Source: an optimization exercise on an open RTL-to-GDS flow (aim: small area and a short achievable clock period). Production flows keep margins and buffers that such runs may drop.
No functional check of the RTL was part of any run shown here.

[design/flow/run.sh]
#!/bin/bash
# synth_recipe.tcl (not shown) runs the flow's synth.tcl, then flattens the netlist and writes it again
# the make line also repeats each setting of config.mk as NAME=value (left out here)
make -C /OpenROAD-flow-scripts/flow DESIGN_CONFIG=/design/flow/config.mk WORK_HOME=/design/flow/orfs CLKGATE_MAP_FILE= SYNTH_SCRIPT=/design/flow/synth_recipe.tcl finish
[design/flow/config.mk]
export PLATFORM = sky130hd
export DESIGN_NAME = Integrator
export DESIGN_NICKNAME = Integrator
export VERILOG_FILES = /design/flow/design.v
export SDC_FILE = /design/flow/constraint.sdc
export NUM_CORES = 4
export LEC_CHECK = 0
export CAP_MARGIN = 20
export CORE_MARGIN = 2
export CORE_UTILIZATION = 40
export SLEW_MARGIN = 20
[design/flow/constraint.sdc]
create_clock -name core_clock -period 14.0 [get_ports {clk}]
set_input_delay 2.8000 -clock core_clock [delete_from_list [all_inputs] [get_ports {clk}]]
set_output_delay 2.8000 -clock core_clock [all_outputs]
set_load 0.01 [all_outputs]
[design/flow/design.v]
`timescale 1 ns / 1 ns
module Integrator
          (clk,
           reset,
           In,
           Out);
  input   clk;
  input   reset;
  input   signed [21:0] In;
  output  signed [21:0] Out;
  reg  [20:0] rk;
  reg  [20:0] u;
  reg  [21:0] y1;
  reg  [21:0] y2;
  wire [20:0] x = In[20:0];
  wire [20:0] p = {x[11:0], 9'b0} + {~x[13:0], 7'b0} + {~x[16:0], 4'b0} + ~x + rk;
  wire [21:0] y = {p[20], p} + y2;
  wire [20:0] ax = p + ~rk + 21'd146;
  wire [20:0] rk_next = {x[10:0], 10'b0} + {x[12:0], 8'b0} + {x[15:0], 5'b0} + {x[19:0], 1'b0} + u + 21'd145;
  always @(posedge clk or posedge reset) begin
    if (reset) begin
      rk <= 21'd145;
      u  <= 21'd0;
      y1 <= 22'd0;
      y2 <= 22'd0;
    end else begin
      rk <= rk_next;
      u  <= ax;
      y1 <= y;
      y2 <= y1;
    end
  end
  assign Out = y;
endmodule   
==> metrics.md, run 1 <==
| Metric | Value |
|---|---|
| GPL Wtd Cong | `0.8573` |
| Largest net degree at the start of global routing | `87` |
| Top-area cell type share of the netlist area | `24.68%` |
| Worst Path Arrival | `9390 ps` |
| Fin. Hold Viols | `0` |
| Count leader, synth | `ha_1` |
| CP Max Fanout | `7` |
| Die span in x | `149.1 µm` |
| DRC Markers | `0` |
| Max-capacitance violation count | `0` |
| Worst path max stage delay | `840 ps` |
| Final Instance Area | `9518 µm²` |
| Slew Limit Fails | `0` |
| Synth-to-layout area growth | `13.10%` |
| Status | `no timing/DRC/antenna violations` |
| Hold_buf cts | `0` |
| Post-synth top cells | `ha_1, inv_1, dfrtp_1` |
| Leading area contributor after synthesis | `dfrtp_1` |
| Postcts setup bufs | `0` |
| CORE AREA | `20820 µm²` |
| Critical path data required time | `11200 ps` |
| Worst slew pin tran | `775.6 ps` |
| Iter 0 DRT Violations | `236` |
| DP HPWL | `13.83 mm` |
| Clock Tree Buf Depth | `2` |
| Fmax | `82.06 MHz` |
| Post-CTS sizing | `0` |
| Nets@finish | `1082` |
| Sequential element share of the synthesized area | `25.62%` |
| Syn Area/Cell | `10.64 µm²` |
| CTS Buf Count | `9` |
| Crit-path slowest cell | `clkdlybuf4s50_1` |
| Wire per inst | `15.33 µm` |
| GRT overflow | `0` |
| Placed cell count | `1112` |
| First-pass GRT wire length | `28.95 mm` |
| DIE HEIGHT | `149.1 µm` |
| First-pass DRT Iterations | `4` |
| Vias in the first global route | `5863` |
| Cell Rows | `53` |
| Crit path time final | `12190 ps` |
| GRT Resource Usage Total | `16.79%` |
| Skew final | `10.72 ps` |
| Synth Flop Type | `dfrtp_1` |
| Synth cell types | `71` |
| Synth warnings | `1` |
| Tcrit/Tclk final | `87.04%` |
| Post-Syn Instances | `791` |
| CP Class | `input port to primary output` |
| Worst setup EP type | `primary output` |
| Diode count | `0` |
| H-tree depth | `3` |
| CTS root buf | `clkbuf_16` |
| Synth area leaders | `dfrtp_1, fa_1, ha_1` |
| Finished Layout Cells | `1128` |
| Vias | `5630` |
| Routed wire length | `17.30 mm` |
| IO buf count | `44` |
| Hold crit path type | `flip-flop to flip-flop` |
| Clock sinks | `86` |
| Startpoint types | `input port` |
| Share of layout cells above drive strength 1 | `5.862%` |
| Synth Register Bits | `86` |
| Number of synthesized flops with an enable pin | `0` |
| Clk latency of the worst-skew pair | `350 ps` |
| Setup TNS | `0 ps` |
| Cell Chain, Critical Path | `clkdlybuf4s50_1 -> inv_1 -> fa_1 -> inv_1 -> fa_1 -> inv_1 -> fa_1 -> ha_1 -> and2_1 -> a22o_1 -> a311oi_2 -> nor2_1 -> xor2_1 -> ha_1 -> and3_1 -> nand3_1 -> a21boi_0 -> o21ai_0 -> o41ai_2 -> a221oi_2 -> xor2_1 -> clkdlybuf4s50_1` |
| Initial antenna violation count | `0` |
| Post-Syn Area | `8416 µm²` |
| Ports | `46` |
| Count of final setup violators | `0` |
| Area after DPL | `9220 µm²` |
| Drt via density | `4.991` |
| Initial Util | `40.42%` |
| CTS tree | `done` |
| Clock transition at path regs | `60 ps` |
| RSZ-0062 raised after global routing | `false` |
| Post-route ant nets | `0` |
| Die Area | `22220 µm²` |
| Fraction of registers with async set/reset | `100.0%` |
| Worst slew margin | `48.29%` |
| Mapped Nets | `1025` |
path summary, 6_finish.rpt:
| kind | to | startpoint | cells past startpoint | slack, ps |
|---|---|---|---|---|
| min reg2reg | y2[9] | y1[9] | 0 | 350 |
| max reg2reg | u[20] | rk[7] | 22 | 8390 |
| max in group asynchronous | u[1] | reset | 3 | 10480 |
| max | Out[21] | In[4] | 22 | 1810 |
| min in group asynchronous | y2[18] | reset | 3 | 2980 |
| min | y2[9] | y1[9] | 0 | 350 |
per-layer routing:
metal | up-vias | track usage [%] | part of all wire [%]
li1 | 2815 | - | -
met1 | 2722 | 24.95 | 53
met2 | 74 | 25.41 | 43
met3 | 19 | 1.896 | 2.0
met4 | 0 | 5.905 | 1.8
met5 | - | 0 | 0
registers in the layout (all words and copies together), names as in the netlist:
register,flops
y1,22
rk,21
u,21
y2,22
final cells by class:
type	count	area [µm²]
fillers	2025	11300
multi-input cells	588	5821
flip-flops and latches	86	2156
repair buffers	47	466.7
inverters	116	436.7
well taps	275	344.1
clock buffers	12	246.5
clock inverters	4	47.55
critical path, delay by kind of cell:
family / cells / cell delay, ps
xor+xnor: 2 / 440
buf+inv: 5 / 1760
simple gates: 4 / 620
compound gates: 6 / 1580
fa+ha+maj: 5 / 2170
cell usage in the layout (no fill, tap or decap), drive strengths merged, types with 4 or more instances in the layout:
master / count
a2111oi: 4
a211oi: 4
a21o: 21
a21oi: 40
a31oi: 4
and3: 7
clkbuf: 12
clkdlybuf4s50: 44
dfrtp: 83
fa: 81
ha: 129
inv: 115
nand2: 26
nand2b: 8
nand3: 19
nand4: 4
nor2: 39
nor2b: 4
nor3: 19
nor4: 5
o21a: 8
o21ai: 26
o21bai: 11
or2: 4
xnor2: 55
xor2: 25
kinds of logic after synthesis:
kind of cell               count (synthesis)  share of synthesized area [%]
and+or+nand+nor                          150                          9.352
DFF                                       86                          25.62
adders and majority gates                210                          38.45
AOI/OAI and AO/OA                        148                          13.04
buffers and inverters                    117                          5.219
xor gates and xnor gates                  80                          8.326
metrics by stage:
step                      setup WS (ps)  util [%]  hold slack, ps
after global routing               1329     45.71           353.9
after global placement             1773     44.28           331.3
final                              1814     45.71           346.1
after detailed placement           1779     44.28           334.7
after floorplan                    3870         -           331.2
after CTS                          1687     45.69           349.0
==> run 2, diff against run 1 <==
==> design/flow/design.v (replaced) <==
`timescale 1 ns / 1 ns
module Integrator
          (clk,
           reset,
           In,
           Out);
  input   clk;
  input   reset;
  input   signed [21:0] In;   
  output  signed [21:0] Out;   
  wire [10:0] Constant_out1;   
  wire signed [11:0] Product_cast;   
  wire signed [33:0] Product_mul_temp;   
  wire signed [32:0] Product_cast_1;   
  wire signed [20:0] Product_out1;   
  wire [10:0] Constant1_out1;   
  reg signed [21:0] Delay_out1;   
  wire [10:0] Constant2_out1;   
  wire signed [11:0] Product1_cast;   
  wire signed [33:0] Product1_mul_temp;   
  wire signed [32:0] Product1_cast_1;   
  wire signed [20:0] Product1_out1;   
  wire signed [31:0] Sum_add_cast;   
  wire signed [31:0] Sum_add_cast_1;   
  wire signed [31:0] Sum_add_temp;   
  wire signed [20:0] Sum_out1;   
  reg signed [21:0] Delay1_out1;   
  wire signed [11:0] Product2_cast;   
  wire signed [33:0] Product2_mul_temp;   
  wire signed [32:0] Product2_cast_1;   
  wire signed [20:0] Product2_out1;   
  wire signed [20:0] Sum2_out1;   
  wire signed [21:0] out_1;   
  reg signed [21:0] Delay2_reg [0:1];   
  wire signed [21:0] Delay2_reg_next [0:1];   
  wire signed [21:0] Delay2_out1;   
  wire signed [31:0] Sum1_add_cast;   
  wire signed [31:0] Sum1_add_cast_1;   
  wire signed [31:0] Sum1_add_temp;   
  assign Constant_out1 = 11'b00101101111;
  assign Product_cast = {1'b0, Constant_out1};
  assign Product_mul_temp = Product_cast * In;
  assign Product_cast_1 = Product_mul_temp[32:0];
  assign Product_out1 = Product_cast_1[20:0];
  assign Constant1_out1 = 11'b10100100010;
  always @(posedge clk or posedge reset)
    begin : Delay_process
      if (reset == 1'b1) begin
        Delay_out1 <= 22'sb0000000000000000000000;
	Delay1_out1 <= 22'sb0000000000000000000000;
        Delay2_reg[0] <= 22'sb0000000000000000000000;
        Delay2_reg[1] <= 22'sb0000000000000000000000;
      end
      else begin
        Delay_out1 <= In;
        Delay1_out1 <= Delay_out1;
        Delay2_reg[0] <= Delay2_reg_next[0];
        Delay2_reg[1] <= Delay2_reg_next[1];
      end
    end
  assign Constant2_out1 = 11'b00101101111;
  assign Product1_cast = {1'b0, Constant1_out1};
  assign Product1_mul_temp = Product1_cast * Delay_out1;
  assign Product1_cast_1 = Product1_mul_temp[32:0];
  assign Product1_out1 = Product1_cast_1[20:0];
  assign Sum_add_cast = {{11{Product_out1[20]}}, Product_out1};
  assign Sum_add_cast_1 = {{11{Product1_out1[20]}}, Product1_out1};
  assign Sum_add_temp = Sum_add_cast + Sum_add_cast_1;
  assign Sum_out1 = Sum_add_temp[20:0];
  assign Product2_cast = {1'b0, Constant2_out1};
  assign Product2_mul_temp = Product2_cast * Delay1_out1;
  assign Product2_cast_1 = Product2_mul_temp[32:0];
  assign Product2_out1 = Product2_cast_1[20:0];
  assign Sum2_out1 = Sum_out1 + Product2_out1;
  assign Delay2_out1 = Delay2_reg[1];
  assign Delay2_reg_next[0] = out_1;
  assign Delay2_reg_next[1] = Delay2_reg[0];
  assign Sum1_add_cast = {{11{Sum2_out1[20]}}, Sum2_out1};
  assign Sum1_add_cast_1 = {{10{Delay2_out1[21]}}, Delay2_out1};
  assign Sum1_add_temp = Sum1_add_cast + Sum1_add_cast_1;
  assign out_1 = Sum1_add_temp[21:0];
  assign Out = out_1;
endmodule   
==> metrics.md, run 2 <==
| Metric | Value |
|---|---|
| Commonest non-fill, non-tap cell in the layout | `inv_1 (was ha_1)` |
| DP Worst Slack | `145.8 ps (was 1779 ps)` |
| Largest net degree at the start of global routing | `58 (was 87)` |
| Synth Register Bits | `86 (unchanged)` |
| WP buf/inv | `7 (was 5)` |
| Cell Rows | `62 (was 53)` |
| GRT overflow | `0 (unchanged)` |
| First-pass DRT Iterations | `4 (unchanged)` |
| Count leader, synth | `inv_1 (was ha_1)` |
| Flip-flop count of the largest register after layout | `44` |
| Number of synthesized flops with an enable pin | `0 (unchanged)` |
| Worst setup EP type | `primary output (unchanged)` |
| Number of filler cells placed in the layout | `2753 (was 2025)` |
| Fmax | `74.01 MHz (was 82.06 MHz)` |
| CP Max Fanout | `4 (was 7)` |
| Initial Util | `40.66% (was 40.42%)` |
| IO buf count | `44 (unchanged)` |
| DRC Markers | `0 (unchanged)` |
| H-tree depth | `3 (unchanged)` |
| Drt via density | `4.494 (was 4.991)` |
| Nets@finish | `1561 (was 1082)` |
| Area after DPL | `12730 µm² (was 9220 µm²)` |
| CP Class | `input port to primary output (unchanged)` |
| DIE HEIGHT | `174.8 µm (was 149.1 µm)` |
| Ports | `46 (unchanged)` |
| Crit-path slowest cell | `clkdlybuf4s50_1 (unchanged)` |
| Postcts setup bufs | `0 (unchanged)` |
| Routed wire length | `23.38 mm (was 17.30 mm)` |
| Clock sinks | `86 (unchanged)` |
| Clk latency of the worst-skew pair | `360 ps (was 350 ps)` |
| Crit path time final | `13510 ps (was 12190 ps)` |
| CTS Buf Count | `9 (unchanged)` |
| Most frequent cells in the layout | `inv_1, fa_1, ha_1 (was ha_1, inv_1, dfrtp_1)` |
| Fin worst setup slack | `488.3 ps (was 1814 ps)` |
| Die span in x | `174.8 µm (was 149.1 µm)` |
| Worst slew pin tran | `743.0 ps (was 775.6 ps)` |
| Mapped Nets | `1487 (was 1025)` |
| Critical path data required time | `11200 ps (about the same)` |
| Count of final setup violators | `0 (unchanged)` |
| Synth warnings | `2 (was 1)` |
| Synth cell types | `41 (was 71)` |
| Iter 0 DRT Violations | `216 (was 236)` |
| Area occupied by multi-input gates | `8138 µm² (was 5821 µm²)` |
| CTS root buf | `clkbuf_16 (unchanged)` |
| Status | `no timing/DRC/antenna violations (unchanged)` |
| Synth Flop Type | `dfrtp_1 (unchanged)` |
| GPL Wtd Cong | `0.8438 (was 0.8573)` |
| Top-area cell type share of the netlist area | `37.23% (was 24.68%)` |
| GRT Resource Usage Total | `17.23% (was 16.79%)` |
| Slew Limit Fails | `0 (unchanged)` |
| Startpoint types | `input port (unchanged)` |
| Fraction of registers with async set/reset | `100.0% (unchanged)` |
| Worst slew margin | `50.47% (was 48.29%)` |
| Leading area contributor after synthesis | `fa_1 (was dfrtp_1)` |
| CTS tree | `done (unchanged)` |
| Diode count | `0 (unchanged)` |
| Max-capacitance violation count | `0 (unchanged)` |
| Vias | `6917 (was 5630)` |
| First-pass GRT wire length | `40.49 mm (was 28.95 mm)` |
| Die Area | `30560 µm² (was 22220 µm²)` |
| Setup TNS | `0 ps (unchanged)` |
| Skew final | `9.220 ps (was 10.72 ps)` |
| Post-Syn Area | `11670 µm² (was 8416 µm²)` |
| Clock Tree Buf Depth | `2 (unchanged)` |
| Post-synth top cells | `inv_1, fa_1, ha_1 (was ha_1, inv_1, dfrtp_1)` |
| Post-Route Utilization | `45.58% (was 45.71%)` |
| Fin Hold WS | `340.6 ps (was 346.1 ps)` |
| Wire per inst | `15.19 µm (was 15.33 µm)` |
| Initial antenna violation count | `0 (unchanged)` |
| Share of layout cells above drive strength 1 | `4.502% (was 5.862%)` |
| Vias in the first global route | `7639 (was 5863)` |
| CP top delay family | `adder cells (unchanged)` |
| Synth-to-layout area growth | `12.09% (was 13.10%)` |
| Worst Path Arrival | `10710 ps (was 9390 ps)` |
| Hold crit path type | `flip-flop to flip-flop (unchanged)` |
| DP HPWL | `20.26 mm (was 13.83 mm)` |
| Placed cell count | `1523 (was 1112)` |
| Final Instance Area | `13080 µm² (was 9518 µm²)` |
| Syn Area/Cell | `10.85 µm² (was 10.64 µm²)` |
| Sequential element share of the synthesized area | `18.44% (was 25.62%)` |
| Synth area leaders | `fa_1, dfrtp_1, ha_1 (was dfrtp_1, fa_1, ha_1)` |
| Top cell by count, worst path | `fa_1` |
| Post-Syn Instances | `1076 (was 791)` |
| Clock transition at path regs | `70 ps (was 60 ps)` |
| RSZ-0062 raised after global routing | `false (unchanged)` |
| CORE AREA | `28700 µm² (was 20820 µm²)` |
| Tcrit/Tclk final | `96.51% (was 87.04%)` |
| Post-route ant nets | `0 (unchanged)` |
| Fin. Hold Viols | `0 (unchanged)` |
| FF+latch area | `2152 µm² (was 2156 µm²)` |
| Worst path max stage delay | `590 ps (was 840 ps)` |
| Finished Layout Cells | `1539 (was 1128)` |
[run 2: cell types whose count changed after synthesis, moves of 5 or more]
cell / change
nor2_1: -32
o21a_1: -7
fa_1: +136
a21o_1: -8
inv_1: +252
nor3_1: -13
nand3_1: -17
ha_1: +41
and3_1: -5
o21ai_0: -8
nand2_1: -7
[run 2: repair_timing]
| action | CTS | global route |
|---|---|---|
| hold buffers | 0 | 0 |
| setup endpoints to repair | 0 | 3 |
| gates resized for setup | 0 | 6 |
[run 2: area by class of cell]
cell class | count | area share, %
timing repair buffer | 63 | 4.553
tap | 384 | 3.673
inverter | 369 | 10.61
sequential | 86 | 16.45
clock inverter | 7 | 0.7843
clock buffer | 9 | 1.722
multi-input combinational | 621 | 62.21
[run 2: worst reg2reg max path, delay by kind of cell, from the launching register on]
family	cells	cell delay, ps
DFF	1	360
buffers and inverters	8	540
AOI/OAI and AO/OA	8	1780
and+or+nand+nor	4	480
xor gates and xnor gates	4	710
adders and majority gates	13	5600
[run 2: per-layer routing]
| metal | vias to the layer above | share of wire [%] | track usage (%) |
|---|---|---|---|
| met5 | - | 0 | 0 |
| met1 | 3490 | 47 | 24.25 |
| li1 | 3345 | - | - |
| met4 | 0 | 1.6 | 3.889 |
| met2 | 63 | 49 | 28.16 |
| met3 | 19 | 2.6 | 2.763 |
[run 2: logic make-up after synthesis]
logic type	share of synthesized area, %
XOR/XNOR	6.486
AO/OA/AOI/OAI	5.908
flip-flops	18.44
adder cells (fa/ha/maj)	55.45
buffers and inverters	11.88
AND/OR/NAND/NOR	1.833
[run 2: path summary, 6_finish.rpt]
path,startpoint,to,slack [ps],cells past startpoint
setup / recovery,In[2],Out[20],490,30
hold / removal,Delay2_reg[0][15],Delay2_reg[1][15],340,0
setup reg to reg,Delay_out1[1],Delay2_reg[0][21],4420,37
hold reg to reg,Delay2_reg[0][15],Delay2_reg[1][15],340,0
max in group asynchronous,reset,Delay_out1[3],10090,3
min in group asynchronous,reset,Delay2_reg[0][20],2790,2

static timing again, ports no longer ideal:
The results above use ideal ports. As a check the final layouts listed here were re-extracted and re-timed, cells and wires unchanged.
Step 1: set_driving_cell puts a clkbuf_16 on clk and a buf_2 on each other input, an assumption about the parent block.
Step 2 adds t to the input delays and takes it off the output delays; t is the mean of the earliest and latest rising clock arrival at the registers after step 1. Input paths then give back, and output paths get back, about the clock's delay inside the block.
a / b / c = ideal ports / drivers / drivers and shift; a / b = the first two.
run	t, ns	slack for setup (ns)	worst register clock-pin slew, ns	worst data-port slew with drivers (ns)
run 1	0.381	1.814 / 1.783 / 1.783	0.06 / 0.06	0.04
run 2	0.403	0.488 / 0.463 / 0.463	0.07 / 0.07	0.04
After both steps setup and hold are still met in every run listed. The setup slack of run 1, which loses most, moves by -0.031 ns with the drivers and by -0.031 ns with both steps.
